Source: an optimization exercise on an open RTL-to-GDS flow (aim: small area and a short achievable clock period). Production flows keep margins and buffers that such runs may drop. No functional check of the RTL was part of this run. Power is estimated from default activity; no workload was simulated.

==> config.mk <==
export PLATFORM = sky130hd
export DESIGN_NAME = sparc_exu_alu
export DESIGN_NICKNAME = sparc_exu_alu
export VERILOG_FILES = /design/flow/design.v
export SDC_FILE = /design/flow/constraint.sdc
export NUM_CORES = 4
export LEC_CHECK = 0
export CAP_MARGIN = 20
export CORE_MARGIN = 2
export CORE_UTILIZATION = 40
export SETUP_SLACK_MARGIN = 3.0
export SLEW_MARGIN = 20
export SYNTH_HIERARCHICAL = 1
==> constraint.sdc <==
create_clock -name core_clock -period 9.0 [get_ports {rclk}]
set_input_delay 1.8000 -clock core_clock [delete_from_list [all_inputs] [get_ports {rclk}]]
set_output_delay 1.8000 -clock core_clock [all_outputs]
set_load 0.01 [all_outputs]
==> design.v <==
module sparc_exu_alu
(
   alu_byp_rd_data_e, exu_ifu_brpc_e, exu_lsu_ldst_va_e,
   exu_lsu_early_va_e, exu_mmu_early_va_e, alu_ecl_add_n64_e,
   alu_ecl_add_n32_e, alu_ecl_log_n64_e, alu_ecl_log_n32_e,
   alu_ecl_zhigh_e, alu_ecl_zlow_e, exu_ifu_regz_e,
   alu_ecl_adderin2_63_e, alu_ecl_adderin2_31_e,
   alu_ecl_adder_out_63_e, alu_ecl_cout32_e, alu_ecl_cout64_e_l,
   alu_ecl_mem_addr_invalid_e_l,
   cen, rclk, byp_alu_rs1_data_e, byp_alu_rs2_data_e_l,
   byp_alu_rs3_data_e, byp_alu_rcc_data_e, ecl_alu_cin_e,
   ifu_exu_invert_d, ecl_alu_log_sel_and_e, ecl_alu_log_sel_or_e,
   ecl_alu_log_sel_xor_e, ecl_alu_log_sel_move_e,
   ecl_alu_out_sel_sum_e_l, ecl_alu_out_sel_rs3_e_l,
   ecl_alu_out_sel_shift_e_l, ecl_alu_out_sel_logic_e_l,
   shft_alu_shift_out_e, ecl_alu_sethi_inst_e, ifu_lsu_casa_e
   );
   input cen;
   input rclk;
   input [63:0] byp_alu_rs1_data_e;
   input [63:0] byp_alu_rs2_data_e_l;
   input [63:0] byp_alu_rs3_data_e;
   input [63:0] byp_alu_rcc_data_e;
   input        ecl_alu_cin_e;
   input        ifu_exu_invert_d;
   input        ecl_alu_log_sel_and_e;
   input        ecl_alu_log_sel_or_e;
   input        ecl_alu_log_sel_xor_e;
   input        ecl_alu_log_sel_move_e;
   input        ecl_alu_out_sel_sum_e_l;
   input        ecl_alu_out_sel_rs3_e_l;
   input        ecl_alu_out_sel_shift_e_l;
   input        ecl_alu_out_sel_logic_e_l;
   input [63:0] shft_alu_shift_out_e;
   input        ecl_alu_sethi_inst_e;
   input        ifu_lsu_casa_e;
   output [63:0] alu_byp_rd_data_e;
   output [47:0] exu_ifu_brpc_e;
   output [47:0] exu_lsu_ldst_va_e;
   output [10:3] exu_lsu_early_va_e;
   output [7:0]  exu_mmu_early_va_e;
   output        alu_ecl_add_n64_e;
   output        alu_ecl_add_n32_e;
   output        alu_ecl_log_n64_e;
   output        alu_ecl_log_n32_e;
   output        alu_ecl_zhigh_e;
   output        alu_ecl_zlow_e;
   output        exu_ifu_regz_e;
   output        alu_ecl_adderin2_63_e;
   output        alu_ecl_adderin2_31_e;
   output        alu_ecl_adder_out_63_e;
   output        alu_ecl_cout32_e;
   output        alu_ecl_cout64_e_l;
   output        alu_ecl_mem_addr_invalid_e_l;
   wire [63:0] a = byp_alu_rs1_data_e;
   wire [63:0] rs2 = ~byp_alu_rs2_data_e_l;
   reg invert_e;
   always @(posedge rclk) invert_e <= ifu_exu_invert_d;
   wire [63:0] b = rs2 ^ {64{invert_e}};
   wire [63:0] g = a & b;
   wire [63:0] t = a | b;
   wire [63:0] p;
   alu_xor64 pxor (.a(a), .b(b), .y(p));
   wire bg0_0 = (g[3] | (t[3] & (g[2] | (t[2] & (g[1] | (t[1] & g[0]))))));
   wire bt0_0 = t[0] & t[1] & t[2] & t[3];
   wire bg0_1 = (g[7] | (t[7] & (g[6] | (t[6] & (g[5] | (t[5] & g[4]))))));
   wire bt0_1 = t[4] & t[5] & t[6] & t[7];
   wire bg0_2 = (g[11] | (t[11] & (g[10] | (t[10] & (g[9] | (t[9] & g[8]))))));
   wire bt0_2 = t[8] & t[9] & t[10] & t[11];
   wire bg0_3 = (g[15] | (t[15] & (g[14] | (t[14] & (g[13] | (t[13] & g[12]))))));
   wire bt0_3 = t[12] & t[13] & t[14] & t[15];
   wire bg0_4 = (g[19] | (t[19] & (g[18] | (t[18] & (g[17] | (t[17] & g[16]))))));
   wire bt0_4 = t[16] & t[17] & t[18] & t[19];
   wire bg0_5 = (g[23] | (t[23] & (g[22] | (t[22] & (g[21] | (t[21] & g[20]))))));
   wire bt0_5 = t[20] & t[21] & t[22] & t[23];
   wire bg0_6 = (g[27] | (t[27] & (g[26] | (t[26] & (g[25] | (t[25] & g[24]))))));
   wire bt0_6 = t[24] & t[25] & t[26] & t[27];
   wire bg0_7 = (g[31] | (t[31] & (g[30] | (t[30] & (g[29] | (t[29] & g[28]))))));
   wire bt0_7 = t[28] & t[29] & t[30] & t[31];
   wire bg0_8 = (g[35] | (t[35] & (g[34] | (t[34] & (g[33] | (t[33] & g[32]))))));
   wire bt0_8 = t[32] & t[33] & t[34] & t[35];
   wire bg0_9 = (g[39] | (t[39] & (g[38] | (t[38] & (g[37] | (t[37] & g[36]))))));
   wire bt0_9 = t[36] & t[37] & t[38] & t[39];
   wire bg0_10 = (g[43] | (t[43] & (g[42] | (t[42] & (g[41] | (t[41] & g[40]))))));
   wire bt0_10 = t[40] & t[41] & t[42] & t[43];
   wire bg0_11 = (g[47] | (t[47] & (g[46] | (t[46] & (g[45] | (t[45] & g[44]))))));
   wire bt0_11 = t[44] & t[45] & t[46] & t[47];
   wire bg0_12 = (g[51] | (t[51] & (g[50] | (t[50] & (g[49] | (t[49] & g[48]))))));
   wire bt0_12 = t[48] & t[49] & t[50] & t[51];
   wire bg0_13 = (g[55] | (t[55] & (g[54] | (t[54] & (g[53] | (t[53] & g[52]))))));
   wire bt0_13 = t[52] & t[53] & t[54] & t[55];
   wire bg0_14 = (g[59] | (t[59] & (g[58] | (t[58] & (g[57] | (t[57] & g[56]))))));
   wire bt0_14 = t[56] & t[57] & t[58] & t[59];
   wire bg0_15 = (g[63] | (t[63] & (g[62] | (t[62] & (g[61] | (t[61] & g[60]))))));
   wire bt0_15 = t[60] & t[61] & t[62] & t[63];
   wire bg1_1 = bg0_1 | (bt0_1 & bg0_0);
   wire bt1_1 = bt0_1 & bt0_0;
   wire bg1_3 = bg0_3 | (bt0_3 & bg0_2);
   wire bt1_3 = bt0_3 & bt0_2;
   wire bg1_5 = bg0_5 | (bt0_5 & bg0_4);
   wire bt1_5 = bt0_5 & bt0_4;
   wire bg1_7 = bg0_7 | (bt0_7 & bg0_6);
   wire bt1_7 = bt0_7 & bt0_6;
   wire bg1_9 = bg0_9 | (bt0_9 & bg0_8);
   wire bt1_9 = bt0_9 & bt0_8;
   wire bg1_11 = bg0_11 | (bt0_11 & bg0_10);
   wire bt1_11 = bt0_11 & bt0_10;
   wire bg1_13 = bg0_13 | (bt0_13 & bg0_12);
   wire bt1_13 = bt0_13 & bt0_12;
   wire bg1_15 = bg0_15 | (bt0_15 & bg0_14);
   wire bt1_15 = bt0_15 & bt0_14;
   wire bg2_3 = bg1_3 | (bt1_3 & bg1_1);
   wire bt2_3 = bt1_3 & bt1_1;
   wire bg2_7 = bg1_7 | (bt1_7 & bg1_5);
   wire bt2_7 = bt1_7 & bt1_5;
   wire bg2_11 = bg1_11 | (bt1_11 & bg1_9);
   wire bt2_11 = bt1_11 & bt1_9;
   wire bg2_15 = bg1_15 | (bt1_15 & bg1_13);
   wire bt2_15 = bt1_15 & bt1_13;
   wire bg3_7 = bg2_7 | (bt2_7 & bg2_3);
   wire bt3_7 = bt2_7 & bt2_3;
   wire bg3_15 = bg2_15 | (bt2_15 & bg2_11);
   wire bt3_15 = bt2_15 & bt2_11;
   wire bg4_15 = bg3_15 | (bt3_15 & bg3_7);
   wire bt4_15 = bt3_15 & bt3_7;
   wire bg5_11 = bg2_11 | (bt2_11 & bg3_7);
   wire bt5_11 = bt2_11 & bt3_7;
   wire bg6_5 = bg1_5 | (bt1_5 & bg2_3);
   wire bt6_5 = bt1_5 & bt2_3;
   wire bg6_9 = bg1_9 | (bt1_9 & bg3_7);
   wire bt6_9 = bt1_9 & bt3_7;
   wire bg6_13 = bg1_13 | (bt1_13 & bg5_11);
   wire bt6_13 = bt1_13 & bt5_11;
   wire bg7_2 = bg0_2 | (bt0_2 & bg1_1);
   wire bt7_2 = bt0_2 & bt1_1;
   wire bg7_4 = bg0_4 | (bt0_4 & bg2_3);
   wire bt7_4 = bt0_4 & bt2_3;
   wire bg7_6 = bg0_6 | (bt0_6 & bg6_5);
   wire bt7_6 = bt0_6 & bt6_5;
   wire bg7_8 = bg0_8 | (bt0_8 & bg3_7);
   wire bt7_8 = bt0_8 & bt3_7;
   wire bg7_10 = bg0_10 | (bt0_10 & bg6_9);
   wire bt7_10 = bt0_10 & bt6_9;
   wire bg7_12 = bg0_12 | (bt0_12 & bg5_11);
   wire bt7_12 = bt0_12 & bt5_11;
   wire bg7_14 = bg0_14 | (bt0_14 & bg6_13);
   wire bt7_14 = bt0_14 & bt6_13;
   wire [64:0] c;
   assign c[0] = ecl_alu_cin_e;
   assign c[4] = bg0_0 | (bt0_0 & ecl_alu_cin_e);
   assign c[8] = bg1_1 | (bt1_1 & ecl_alu_cin_e);
   assign c[12] = bg7_2 | (bt7_2 & ecl_alu_cin_e);
   assign c[16] = bg2_3 | (bt2_3 & ecl_alu_cin_e);
   assign c[20] = bg7_4 | (bt7_4 & ecl_alu_cin_e);
   assign c[24] = bg6_5 | (bt6_5 & ecl_alu_cin_e);
   assign c[28] = bg7_6 | (bt7_6 & ecl_alu_cin_e);
   assign c[32] = bg3_7 | (bt3_7 & ecl_alu_cin_e);
   assign c[36] = bg7_8 | (bt7_8 & ecl_alu_cin_e);
   assign c[40] = bg6_9 | (bt6_9 & ecl_alu_cin_e);
   assign c[44] = bg7_10 | (bt7_10 & ecl_alu_cin_e);
   assign c[48] = bg5_11 | (bt5_11 & ecl_alu_cin_e);
   assign c[52] = bg7_12 | (bt7_12 & ecl_alu_cin_e);
   assign c[56] = bg6_13 | (bt6_13 & ecl_alu_cin_e);
   assign c[60] = bg7_14 | (bt7_14 & ecl_alu_cin_e);
   assign c[64] = bg4_15 | (bt4_15 & ecl_alu_cin_e);
   assign c[1] = g[0] | (t[0] & c[0]);
   assign c[2] = g[1] | (t[1] & c[1]);
   assign c[3] = g[2] | (t[2] & c[2]);
   assign c[5] = g[4] | (t[4] & c[4]);
   assign c[6] = g[5] | (t[5] & c[5]);
   assign c[7] = g[6] | (t[6] & c[6]);
   assign c[9] = g[8] | (t[8] & c[8]);
   assign c[10] = g[9] | (t[9] & c[9]);
   assign c[11] = g[10] | (t[10] & c[10]);
   assign c[13] = g[12] | (t[12] & c[12]);
   assign c[14] = g[13] | (t[13] & c[13]);
   assign c[15] = g[14] | (t[14] & c[14]);
   assign c[17] = g[16] | (t[16] & c[16]);
   assign c[18] = g[17] | (t[17] & c[17]);
   assign c[19] = g[18] | (t[18] & c[18]);
   assign c[21] = g[20] | (t[20] & c[20]);
   assign c[22] = g[21] | (t[21] & c[21]);
   assign c[23] = g[22] | (t[22] & c[22]);
   assign c[25] = g[24] | (t[24] & c[24]);
   assign c[26] = g[25] | (t[25] & c[25]);
   assign c[27] = g[26] | (t[26] & c[26]);
   assign c[29] = g[28] | (t[28] & c[28]);
   assign c[30] = g[29] | (t[29] & c[29]);
   assign c[31] = g[30] | (t[30] & c[30]);
   assign c[33] = g[32] | (t[32] & c[32]);
   assign c[34] = g[33] | (t[33] & c[33]);
   assign c[35] = g[34] | (t[34] & c[34]);
   assign c[37] = g[36] | (t[36] & c[36]);
   assign c[38] = g[37] | (t[37] & c[37]);
   assign c[39] = g[38] | (t[38] & c[38]);
   assign c[41] = g[40] | (t[40] & c[40]);
   assign c[42] = g[41] | (t[41] & c[41]);
   assign c[43] = g[42] | (t[42] & c[42]);
   assign c[45] = g[44] | (t[44] & c[44]);
   assign c[46] = g[45] | (t[45] & c[45]);
   assign c[47] = g[46] | (t[46] & c[46]);
   assign c[49] = g[48] | (t[48] & c[48]);
   assign c[50] = g[49] | (t[49] & c[49]);
   assign c[51] = g[50] | (t[50] & c[50]);
   assign c[53] = g[52] | (t[52] & c[52]);
   assign c[54] = g[53] | (t[53] & c[53]);
   assign c[55] = g[54] | (t[54] & c[54]);
   assign c[57] = g[56] | (t[56] & c[56]);
   assign c[58] = g[57] | (t[57] & c[57]);
   assign c[59] = g[58] | (t[58] & c[58]);
   assign c[61] = g[60] | (t[60] & c[60]);
   assign c[62] = g[61] | (t[61] & c[61]);
   assign c[63] = g[62] | (t[62] & c[62]);
   wire [63:0] sum = p ^ c[63:0];
   wire c32 = c[32];
   wire c64 = c[64];
   reg [63:0] sum_q;
   always @(posedge rclk) if (cen) sum_q <= sum;
   wire [63:0] spr = p ^ {t[62:0], ecl_alu_cin_e};
   wire s_and = ecl_alu_log_sel_and_e, s_or = ecl_alu_log_sel_or_e;
   wire s_xor = ecl_alu_log_sel_xor_e, s_mov = ecl_alu_log_sel_move_e;
   wire [63:0] mv = {rs2[63:32] & {32{~ecl_alu_sethi_inst_e}}, rs2[31:0]};
   wire [63:0] lg = (g & {64{s_and | s_or}}) | (p & {64{s_or | s_xor}}) |
                    (mv & {64{s_mov}});
   wire o_sum = ~ecl_alu_out_sel_sum_e_l;
   wire o_rs3 = ~ecl_alu_out_sel_rs3_e_l;
   wire o_sh  = ~ecl_alu_out_sel_shift_e_l;
   wire o_lg  = ~ecl_alu_out_sel_logic_e_l;
   assign alu_byp_rd_data_e = (sum_q & {64{o_sum}}) |
                              (byp_alu_rs3_data_e & {64{o_rs3}}) |
                              (shft_alu_shift_out_e & {64{o_sh}}) |
                              (lg & {64{o_lg}});
   wire spr_zlo = ~(|spr[31:0]);
   wire spr_zhi = ~(|spr[63:32]);
   wire lg_zlo = ~(|lg[31:0]);
   wire lg_zhi = ~(|lg[63:32]);
   assign alu_ecl_zlow_e  = o_sum ? spr_zlo : lg_zlo;
   assign alu_ecl_zhigh_e = o_sum ? spr_zhi : lg_zhi;
   assign exu_lsu_ldst_va_e = ifu_lsu_casa_e ? a[47:0] : sum_q[47:0];
   wire a_hi_ok = (&a[63:47]) | ~(|a[63:47]);
   wire s_hi_ok = (&sum_q[63:47]) | ~(|sum_q[63:47]);
   assign alu_ecl_mem_addr_invalid_e_l = ifu_lsu_casa_e ? a_hi_ok : s_hi_ok;
   assign exu_ifu_brpc_e = sum_q[47:0];
   assign exu_lsu_early_va_e = sum_q[10:3];
   assign exu_mmu_early_va_e = sum_q[7:0];
   assign alu_ecl_add_n64_e = sum_q[63];
   assign alu_ecl_adder_out_63_e = sum_q[63];
   assign alu_ecl_add_n32_e = sum_q[31];
   assign alu_ecl_log_n64_e = lg[63];
   assign alu_ecl_log_n32_e = lg[31];
   assign exu_ifu_regz_e = ~(|byp_alu_rcc_data_e);
   assign alu_ecl_adderin2_63_e = b[63];
   assign alu_ecl_adderin2_31_e = b[31];
   assign alu_ecl_cout32_e = c32;
   assign alu_ecl_cout64_e_l = ~c64;
endmodule
module alu_xor64 (a, b, y);
   input [63:0] a, b;
   output [63:0] y;
   assign y = a ^ b;
endmodule
==> flow/run.sh <==
#!/bin/bash
# The standard layout (standard.sh), with the smallest buffer (buf_1) on
# every port and these extra ORFS settings: 
set -euo pipefail
export BUFFER_PORTS_ARGS="-buffer_cell sky130_fd_sc_hd__buf_1"
bash standard.sh  finish > standard_flow.log 2>&1
==> standard.sh <==
#!/bin/bash
# synth_recipe.tcl (not shown) runs the flow's synth.tcl, then flattens the netlist and writes it again
# the make line also repeats each setting of config.mk as NAME=value (left out here)
make -C /OpenROAD-flow-scripts/flow DESIGN_CONFIG=/design/flow/config.mk WORK_HOME=/design/flow/orfs CLKGATE_MAP_FILE= SYNTH_SCRIPT=/design/flow/synth_recipe.tcl "${@:-finish}"
==> impl_results.md <==
* Status: complete, no violations
* Final slew viol count at 0
* Post-detailed-route via-to-cell ratio at 6.13
* Placer congestion estimate at 0.961
* CP endpoint kind: output port
* CTS max path bufs at 2
* Num CTS Buffers at 9
* Final period util at a little over two thirds
* Worst setup path class: primary input to output port
* Synth top area share at 17.6%
* Worst hold path class: flip-flop to flip-flop
* Post-synth EDFFs at 64
* Synth Cell Area at about 11,000 sq um
* R2R Path End: sum_q[61]
* Die area at 28,600 sq um
* WP data required at 7.20 ns
* Max IR drop VDD at 0.0000678 V
* #FFs+latches synth at 65
* Die Ht at 169 um
* 1st-iter DRT viols at 1,395
* Cell accounting for the most synthesized area: edfxtp_1
* Die W at 169 um
* Worst-path fanout max at 5
* Register area share after synthesis at roughly 18%
* Synth top area cells: edfxtp_1 18%, xor2_1 10%, xnor2_1 8.3%
* Post-route DRC at 0
* Global-route usage over all layers at 33.6%
* Slew @ Worst Pin at about 1.1 ns
* Crit path time final at 6.32 ns
* Synth Flop Type: edfxtp_1
* Hold Fails Final Rpt at 0
* Synth Area per Inst at 8.08 sq um
* HP Start: invert_e
* H-tree depth at 3
* FMAX at ~160 MHz
* Vias at roughly 13k
* Post-Synthesis Cells at roughly 1.4k
* Core area at around 27,000 sq um
* Root buf cell: clkbuf_16
* Clk sinks at 65
* Cell area after layout at 14,100 sq um
* Ys Warns at 7
* CP arrival at 4.52 ns
* Worst skew pair latency at about 0.35 ns
* Post-Route Setup TNS at 0 ns
* Slew HR at 29.6%
* Lkg Pwr at 4.94 nW
* Final clock skew at around 0.0094 ns
* Initial Util at 40.6%
* Fin util at 52.6%
* Max-cap violation count at 0
* Crit path launch type: primary input
* Wire per inst at 23.8 um
* Final setup fails at 0
* Power Total at 2.09 mW
* Total grt overflow at 0
* Critical R2R Launch: invert_e
* Nets at 2,156
* Final ANT Viol Nets at 0
* Post-DP Area at approximately 13,000 sq um
* I/O pin count at around 520
* Hold EP: sum_q[18]
* Port bufs at 522
* Asr flop ratio synth at 0%
* DRT Pass-1 Iters at 8
* Layout fillers at 2,696
* Clk slew on worst S/H paths at 0.07 ns
* Area growth syn-to-layout at 29.7%
* Largest net degree at the start of global routing at 65
* Hold path depth at 3
* Critical Path Source: byp_alu_rs2_data_e_l[20]
* Multi-input logic area at 8550 sq um
* Initial antenna violation count at 9
* Most frequent cells after synthesis: 130 x xor2_1, 118 x o21ai_0, 104 x xnor2_1
* FF-to-FF setup slack at 2.86 ns
* Worst Reg2Reg Path Length in Cells at 31
* Row cnt at 60
* Count leader, synth: xor2_1
* Post-DP HPWL at 39.2 mm
* First-pass GRT wire length at 72.9 mm
* Vias in the first global route at 12.0k
* Layout cells sized above 1 at 18.3%
* Register area at 1950 sq um
* Post-synth net total at between 1.5k and 2k
* Power per Cell Area at 148 nW/um^2
* TritonCTS clock tree: yes
* Yosys cell types at 83
* Wirelength, routed at 51.7 mm
* RSZ-0062 raised after global routing: true
==> worst max-delay path: stages <==
cell      delay [ns]
buf_1           0.15
xnor2_2         0.32
nor2_2          0.08
or3_4           0.40
o2111a_1        0.29
o2111a_2        0.31
or3_4           0.36
o211ai_4        0.11
a31oi_4         0.12
nand2_2         0.13
o21ai_2         0.08
a21oi_2         0.17
o21ai_2         0.06
buf_2           0.13
==> per-module statistics from Yosys (local to each module, per instance) <==
module / cells / flops+latches / area [sq um] / times used
sparc_exu_alu: 1286 / 65 / 10300 / 1
alu_xor64: 64 / 0 / 561 / 1
==> area by class of cell <==
| cell class | count | area share, % |
|---|---|---|
| timing repair buffer | 603 | 18.9 |
| inverter | 53 | 1.42 |
| antenna | 7 | 0.124 |
| clock buffer | 9 | 1.59 |
| tap | 341 | 3.02 |
| clock inverter | 7 | 0.840 |
| sequential | 65 | 13.8 |
| multi-input combinational | 1090 | 60.4 |
==> how the worst max path moves through the flow <==
stage / to / slack [ns]
after floorplan: alu_ecl_cout64_e_l / 2.98
after global placement: alu_ecl_cout64_e_l / 2.34
after detailed placement: alu_ecl_cout64_e_l / 2.20
after CTS: alu_ecl_cout64_e_l / 2.71
after global routing: alu_ecl_cout64_e_l / 2.56
final: alu_ecl_cout64_e_l / 2.68
==> state kept, by name, indices dropped and copies added, names as in the netlist <==
name	flops
sum_q	64
invert_e	1
==> cell usage in the layout, fill, tap and decap left out, types with 48 or more instances in the layout <==
cell,count
a222oi_1,65
buf_1,486
buf_4,80
edfxtp_1,64
mux2_2,48
nand2_1,99
nor2_1,83
o21ai_0,113
xnor2_1,93
xor2_1,128
==> logic make-up (layout without fill, tap and decap cells) <==
family | count (synthesis) | count (layout) | share of synthesized area (%)
AND/OR/NAND/NOR | 365 | 365 | 16.3
AO/OA/AOI/OAI | 374 | 374 | 25.0
buffers and inverters | 195 | 672 | 9.54
flip-flops | 65 | 65 | 17.8
adder cells (fa/ha/maj) | 46 | 46 | 4.30
other | 0 | 7 | 0
XOR/XNOR | 255 | 255 | 21.9
multiplexers | 50 | 50 | 5.14
==> repair_timing <==
action | 4_1_cts | 5_1_grt
hold endpoints to repair | 0 | 0
hold buffers | 0 | 0
resized for setup | 79 | 61
pin swaps | 46 | 33
setup buffers | 50 | 19
setup endpoints to repair | 4 | 7
==> metal layers <==
metal	global-route usage, %	up-vias	part of all wire, %
li1	-	6025	-
met5	0	-	0.017
met4	17.5	2	5.1
met3	4.36	117	9.4
met2	54.2	842	46
met1	44.1	6346	39
==> metrics by stage <==
stage,std cells,hold WS [ns],setup slack [ns]
detailed placement,2083,1.22,2.20
CTS,2149,1.24,2.71
finish,2175,1.26,2.68
global placement,2083,1.22,2.34
floorplan,1350,0.988,2.98
global route,2174,1.30,2.56
==> report_power, final <==
group	total (mW)	switching (mW)	internal, mW
sequential	0.483	0.0605	0.422
clock	0.430	0.159	0.271
combinational	1.18	0.705	0.475

-- what the ideal ports hide --
The flow's constraints put no driver on any port. The routed layout listed below was extracted and timed again, unchanged, in two steps. Step 1 (the two cells are an assumption about what drives the block):
set clk [get_ports {rclk}]
set_driving_cell -lib_cell sky130_fd_sc_hd__clkbuf_16 $clk
set_driving_cell -lib_cell sky130_fd_sc_hd__buf_2 [delete_from_list [all_inputs] $clk]
Step 2 moves the port delays by t, midway between the first and last clock arrival at a register: inputs arrive t later, outputs are due t later. That takes back most of the time a late clock gives input paths. a / b / c = ideal ports / drivers / drivers and shift; a / b = the first two.
t (ns): 0.392
setup slack, ns: 2.679 / 2.648 / 2.331
worst data-port slew with drivers (ns): 0.12
After both steps setup and hold are still met in this run. The setup slack of this run moves by -0.031 ns with the drivers and by -0.348 ns with both steps.
